This design comes from an exercise in tuning for small area and a short achievable clock period on the open sky130 flow, not from production work.
No functional check of the RTL was part of any run shown here.
No activity file was given, so power comes from the tool's default toggle rates.

==> flow/design.v, too long to show whole: its modules and the start of the top module <==
// module sig_altmult_add: 2093 lines
module sig_altmult_add
(
	input signed [15:0] dataa, datab, datac, datad,
	input 		clock, aclr,
	output reg 	[32:0] result
);
  // ...
==> flow/flow/run.sh <==
#!/bin/bash
# The standard layout (standard.sh), with two changes: Yosys's generic
# pre-mapping abc pass is skipped (SYNTH_ARGS=-noabc) so the full adders it
# extracts keep their natural polarity, and the ports are buffered with
# buf_1 cells. The make output goes to run_make.log, each tool's log to
# orfs/logs/.
set -uo pipefail
bash standard.sh "SYNTH_ARGS=-noabc" "BUFFER_PORTS_ARGS=-buffer_cell sky130_fd_sc_hd__buf_1" finish > run_make.log 2>&1
status=$?
tail -20 run_make.log
exit $status
==> flow/standard.sh <==
#!/bin/bash
# synth_recipe.tcl (not shown) runs the flow's synth.tcl, then flattens the netlist and writes it again
# the make line also repeats each setting of config.mk as NAME=value (left out here)
make -C /OpenROAD-flow-scripts/flow DESIGN_CONFIG=/design/flow/config.mk WORK_HOME=/design/flow/orfs CLKGATE_MAP_FILE= SYNTH_SCRIPT=/design/flow/synth_recipe.tcl "${@:-finish}"
==> flow/config.mk <==
export PLATFORM = sky130hd
export DESIGN_NAME = sig_altmult_add
export DESIGN_NICKNAME = sig_altmult_add
export VERILOG_FILES = /design/flow/design.v
export SDC_FILE = /design/flow/constraint.sdc
export NUM_CORES = 4
export LEC_CHECK = 0
export CAP_MARGIN = 20
export CORE_MARGIN = 2
export CORE_UTILIZATION = 40
export SETUP_SLACK_MARGIN = 3.5
export SLEW_MARGIN = 20
==> flow/constraint.sdc <==
create_clock -name core_clock -period 7.0 [get_ports {clock}]
set_input_delay 1.4000 -clock core_clock [delete_from_list [all_inputs] [get_ports {clock}]]
set_output_delay 1.4000 -clock core_clock [all_outputs]
set_load 0.01 [all_outputs]
==> metrics.md, run 1 <==
| Metric | Value |
|---|---|
| Outcome | `timing/DRC/antenna clean` |
| Unrepaired setup endpoints after global routing | `yes` |
| Logic power comb | `slightly below 6000 uW` |
| Place WS | `approximately 3.4 ns` |
| Commonest non-fill, non-tap cell in the layout | `xnor2_1` |
| Most frequent cells in the layout | `261 x xnor2_1, 240 x a22oi_1, 232 x fa_1, 166 x dfxtp_1, 94 x buf_1` |
| P_int | `5368 uW` |
| Chip width | `just over 200 um` |
| Vias | `approximately 11,000` |
| P_clk | `around 1300 uW` |
| Most Crowded Layer GR | `met2` |
| Post-Layout Cell Count | `1,994` |
| Routed wl met2 | `between 15,000 and 20,000 um` |
| Distinct cells, synth | `42` |
| 1st-iter DRT viols | `around 1,200` |
| Seq pwr share | `a little over a fifth` |
| Post-Synth Simple-Gate Area | `~3.8%` |
| Number of setup buffers added after CTS | `6` |
| Placed cell areas | `between 15,000 and 20,000 um^2` |
| Setup TNS | `0 ns` |
| GR Util met2 | `30.42%` |
| Min-delay src | `v1` |
| Reg area | `4352 um^2` |
| Internal reg-to-reg setup slack | `between 3 and 4 ns` |
| NetSw | `between 3000 and 4000 uW` |
| Fin crit period | `between 3 and 4 ns` |
| GRT overflow | `0` |
| WHS Path Cells | `0` |
| Startpoint Class | `register` |
| Die height | `~210 um` |
| Synthesized instance count | `roughly 1,500` |
| Largest family of logic cells by synthesized area | `adder cells` |
==> inputs of run 2 (changes only) <==
--- a/flow/design.v
+++ b/flow/design.v
@@ -2,17 +2,19 @@
 (
 	input signed [15:0] dataa, datab, datac, datad,
 	input 		clock, aclr,
 	output reg 	[32:0] result
 );
   reg [15:0] a_r, c_r;
   reg [7:0] m0_one_r, m0_two_r, m0_neg_r, m1_one_r, m1_two_r, m1_neg_r;
   reg [91:0] t_r;
-  reg v1, v2;
+  reg [32:0] s_r;
+  reg cy_r;
+  reg v1, v2, v3;
   wire [7:0] one0, two0, neg0;
   wire [7:0] one1, two1, neg1;
   wire m0_pp0_0;
   wire m0_pp0_1;
   wire m0_pp0_2;
   wire m0_pp0_3;
   wire m0_pp0_4;
   wire m0_pp0_5;
@@ -2019,30 +2021,28 @@
     t_r[84] <= c406;
     t_r[85] <= c370;
     t_r[86] <= s371;
     t_r[87] <= s407;
     t_r[88] <= s177;
     t_r[89] <= c292;
     t_r[90] <= c408;
     t_r[91] <= c178;
+    s_r <= sum;
+    cy_r <= cy;
   end
-  reg [32:0] s_r;
-  reg cy_r;
   always @(posedge clock or posedge aclr) begin
     if (aclr) begin
       v1 <= 1'b0;
       v2 <= 1'b0;
-      s_r <= {33{1'b0}};
-      cy_r <= 1'b0;
+      v3 <= 1'b0;
     end else begin
       v1 <= 1'b1;
       v2 <= v1;
-      s_r <= v2 ? sum : {33{1'b0}};
-      cy_r <= v2 & cy;
+      v3 <= v2;
     end
   end
   wire ia1_1 = s_r[18] & s_r[17];
   wire ia1_3 = s_r[20] & s_r[19];
   wire ia1_5 = s_r[22] & s_r[21];
   wire ia1_7 = s_r[24] & s_r[23];
   wire ia1_9 = s_r[26] & s_r[25];
   wire ia1_11 = s_r[28] & s_r[27];
@@ -2084,10 +2084,10 @@
   assign inc[8] = cy_r & ia3_7;
   assign inc[9] = cy_r & ia4_8;
   assign inc[10] = cy_r & ia4_9;
   assign inc[11] = cy_r & ia4_10;
   assign inc[12] = cy_r & ia4_11;
   assign inc[13] = cy_r & ia4_12;
   assign inc[14] = cy_r & ia4_13;
   assign inc[15] = cy_r & ia4_14;
-  always @* result = {s_r[32:17] ^ inc, s_r[16:0]};
+  always @* result = {s_r[32:17] ^ inc, s_r[16:0]} & {33{v3}};
 endmodule
==> flow/flow/run.sh (replaced) <==
#!/bin/bash
set -uo pipefail
here=$(pwd)
bash standard.sh "SYNTH_ARGS=-noabc" \
  "BUFFER_PORTS_ARGS=-buffer_cell sky130_fd_sc_hd__buf_1" \
  "POST_FLOORPLAN_TCL=$here/flow/upsize.tcl" finish > run_make.log 2>&1
status=$?
tail -20 run_make.log
exit $status
==> flow/flow/upsize.tcl (new file) <==
foreach inst [get_cells -quiet {a_r* c_r* m0_* m1_*}] {
  if {[get_property [get_lib_cells -of_objects $inst] name] == "sky130_fd_sc_hd__dfxtp_1"} {
    replace_cell $inst sky130_fd_sc_hd__dfxtp_4
  }
}
==> flow/config.mk (replaced) <==
export PLATFORM = sky130hd
export DESIGN_NAME = sig_altmult_add
export DESIGN_NICKNAME = sig_altmult_add
export VERILOG_FILES = /design/flow/design.v
export SDC_FILE = /design/flow/constraint.sdc
export NUM_CORES = 4
export LEC_CHECK = 0
export CAP_MARGIN = 20
export CORE_MARGIN = 2
export CORE_UTILIZATION = 40
export SETUP_SLACK_MARGIN = 3.8
export SLEW_MARGIN = 20
==> run 2 against run 1 <==
Against the previous run: via count rose by 0.35%; clock-buffer cell count rose by 5; largest power group unchanged; combinational power rose by 6.1%; first-iteration DRC count fell by 22%; hold slack improved by 0.0043 ns; highest routed layer is now met5.
==> metrics.md, run 2 <==
| Metric | Value |
|---|---|
| Synthesized area | `16,270 um^2` |
| Core footprint | `between 30,000 and 40,000 um^2` |
| Clock buffer depth | `3` |
| Starting density of the core | `between 40% and 50%` |
| First-pass GRT wire length | `around 70,000 um` |
| Most frequent cells in the layout | `260 x xnor2_1, 240 x a22oi_1, 232 x fa_1, 115 x dfxtp_1, 87 x buf_1` |
| Final setup fails | `0` |
| Max stage delay on crit path | `approximately 0.36 ns` |
| Syn_area_per_cell | `around 11 um^2` |
| Top_reg_cell synth | `dfxtp_1` |
| Area delta synth->final | `12.07%` |
| Final ANT Viol Nets | `0` |
| Pwr dens | `~540 nW/um^2` |
| Distinct cells, synth | `44 (+4.8%)` |
| Synthesized instance count | `1,469 (+0.20%)` |
| Skew final | `~0.015 ns` |
| Asr flop ratio synth | `~1.4%` |
| Fmax achieved | `280.5 MHz` |
| Flops & latches, synth | `about 210` |
| Largest net degree at the start of global routing | `34` |
| Total Nets Final | `approximately 1,800` |
| Num ports | `just under 100` |
| Routed wire length | `~43,000 um` |
| Max reg flops | `between 90 and 100` |
| Post-synth EDFFs | `0` |
| Crit path depth | `6` |
| CP cell instances | `nand4_4 -> nor4_4 -> nand4_2 -> or3_4 -> a21boi_2 -> buf_2` |
| Clock slew at reported path FFs | `0.06 ns` |
| CTS Sinks | `209` |
| Number of diodes | `0` |
| WHS Path Cells | `0 (unchanged)` |
| Slowest-stage cell, CP | `dfxtp_2` |
| Number of buffers created by CTS | `25` |
| 1st-iter DRT viols | `943 (-22%)` |
| Crit path kind | `reg2out` |
| Post-DR vias/cell | `around 5.5` |
| Vias in the first global route | `between 10,000 and 15,000` |
| Vias | `11,000 (+0.35%)` |
| Setup TNS | `0 ns (unchanged)` |
| Crit path capture type | `output pin` |
| Ys Warns | `1` |
| Post-DR wirelength/cell | `approximately 21 um` |
| Total power | `9832 uW` |
| Drt pass-1 iters | `6` |
| Crit path max-delay family | `simple AND/OR/NAND/NOR gates` |
| Max Transition Viols Final | `0` |
| Die height | `205.7 um (-0.31%)` |
| Yosys top cell by area | `fa_1` |
| Unrepaired setup endpoints after global routing | `yes` |
| R2r worst-path depth | `10` |
| Final Hold Vio Count | `0` |
| H-tree depth | `1` |
| Worst path buffer plus inverter count | `1` |
| Cells taking the most area after synthesis | `fa_1 29%, dfxtp_1 25%, xnor2_1 14%, a22oi_1 11%, ha_1 5.2%` |
| Drt drc | `0` |
| VDD IR max | `about 0.41 mV` |
| Synth top area share | `~29%` |
| Total Die Area | `42,310 um^2` |
| Port bufs | `98` |
| Startpoint Class | `register` |
| Top cells by count, synth | `260 x xnor2_1, 240 x a22oi_1, 234 x fa_1` |
| Chip width | `205.7 um (-0.31%)` |
| CTS tree | `built` |
| Worst-skew pair later-pin latency | `between 0.5 and 0.6 ns` |
| Crit-path max FO | `3` |
| Mapped Nets | `between 1,500 and 2,000` |
| Most common cell in the netlist | `xnor2_1` |
| GRT overflow | `0 (unchanged)` |
| GPL Wtd Cong | `0.8538` |
| Site row count | `between 70 and 80` |
| Layout cells sized above 1 | `roughly 13%` |
| Fin crit period | `3.565 ns (+0.01946 ns)` |
| Outcome | `timing/DRC/antenna clean` |
| Filler cells | `3,683` |
| Reg with most FFs | `t_r` |
| Register area share after synthesis | `roughly a quarter` |
| Commonest non-fill, non-tap cell in the layout | `xnor2_1` |
| Final worst-path cycle share | `approximately half` |
| CP Data Required Time | `~5.6 ns` |
| Biggest regs | `t_r x92, s_r x33` |
| Worst Hold Class | `reg2reg` |
| Arrival time worst endpoint | `about 2.2 ns` |
| Root Driver | `clkbuf_16` |
| Initial antenna violation count | `1` |
| Leak | `slightly below 0.007 uW` |
| Max-cap violation count | `0` |
| Total Routing Usage GR | `between 20% and 30%` |
| DP HPWL | `approximately 31,000 um` |
==> run 2: cell types whose count changed after synthesis, moves of 4 or more <==
cell	before	now
xor2_1	51	57
o211a_1	0	4
o31ai_1	0	5
buf_4	17	0
dfxtp_1	172	206
and2_1	14	33
nor3_1	8	3
dfrtp_1	36	3
o21ai_0	30	41
o21ai_1	4	0
nor2_1	20	13
==> run 2: repair_timing <==
| action | 4_1_cts | 5_1_grt |
|---|---|---|
| setup buffers | 7 | 8 |
| hold buffers | 0 | 0 |
| gates resized for setup | 22 | 35 |
| hold endpoints to repair | 0 | 0 |
| pin swaps | 10 | 16 |
| setup endpoints to repair | 39 | 21 |
==> run 2: path summary, 6_finish.rpt <==
| check | endpoint | slack (ns) | start |
|---|---|---|---|
| max | result[32] | 3.44 | s_r[25] |
| min | v3 | 0.35 | v2 |
| max reg2reg | s_r[26] | 3.82 | t_r[39] |
| min reg2reg | v3 | 0.35 | v2 |
| max in group asynchronous | v3 | 6.17 | aclr |
| min in group asynchronous | v1 | 0.69 | aclr |
==> run 2: worst reg2reg max path: stages (launching register included) <==
cell	delay [ns]
dfxtp_1	0.30
ha_1	0.20
fa_1	0.47
fa_1	0.41
ha_2	0.20
fa_2	0.38
a211oi_4	0.32
o211a_4	0.24
nor2_4	0.04
fa_2	0.36
xor2_1	0.15
==> run 2: stage by stage <==
stage,util [%],setup slack [ns],cells,instance area (um^2),hold slack [ns]
global route,45.69,3.314,2005,18240,0.3765
global placement,42.66,3.604,1945,17030,0.3366
CTS,45.19,3.377,1997,18040,0.3531
finish,45.69,3.435,2005,18240,0.3510
detailed placement,42.66,3.595,1945,17030,0.3412
floorplan,-,3.867,1469,16270,0.3312
==> run 2: logic make-up after synthesis <==
kind of cell	synth area share (%)
AO/OA/AOI/OAI	13.92
XOR/XNOR	17.06
adder cells (fa/ha/maj)	34.02
buffers and inverters	4.736
flip-flops	25.80
other	0.02304
AND/OR/NAND/NOR	4.437
==> run 2: routing by layer <==
layer  routed length [um]  vias to the layer above  GRT usage [%]
li1                     -                     4899              -
met1                17470                     5601          27.50
met5                    9                        -              0
met3                 2749                       88          2.930
met4                 1266                        2          6.886
met2                21240                      406          35.26
==> run 2: final cells by class <==
type                            instances  area, um^2  area share, %
Clock inverter                         13       178.9         0.9811
Tap cell                              525       656.9          3.602
Timing Repair Buffer                  113       501.7          2.751
Sequential cell                       209        4522          24.79
Clock buffer                           32       725.7          3.979
Multi-Input combinational cell       1060       11450          62.80
Inverter                               53       198.9          1.091
==> run 2: power breakdown <==
group	total, uW	switching (uW)	internal [uW]
Clock	1390	508	881
Combinational	6290	3240	3050
Sequential	2150	384	1770
Total	9830	4130	5700

re-timing with driven ports:
No port has a modelled driver above. Below, the same layouts with a new extraction and two added sets of constraints. Step 1 sets driving cells, clkbuf_16 on the clock port and buf_2 on the other inputs (assumed; they add their load-dependent delay and slew). Step 2, shift: input delay + t, output delay - t, t = (earliest + latest rising clock arrival at the registers) / 2. This alone moves slack from input paths to output paths. Slacks: ideal ports / drivers / drivers and shift; pairs: ideal ports / drivers.
| run | shift t [ns] | setup slack, ns | worst hold slack (ns) | worst setup path at the end | worst data-port slew with drivers (ns) |
|---|---|---|---|---|---|
| run 1 | 0.587 | 3.454 / 3.403 / 3.532 | 0.347 / 0.347 / 0.347 | register to register | 0.06 |
| run 2 | 0.584 | 3.435 / 3.384 / 3.818 | 0.351 / 0.351 / 0.351 | register to register | 0.05 |
After both steps setup and hold are still met in every run listed.
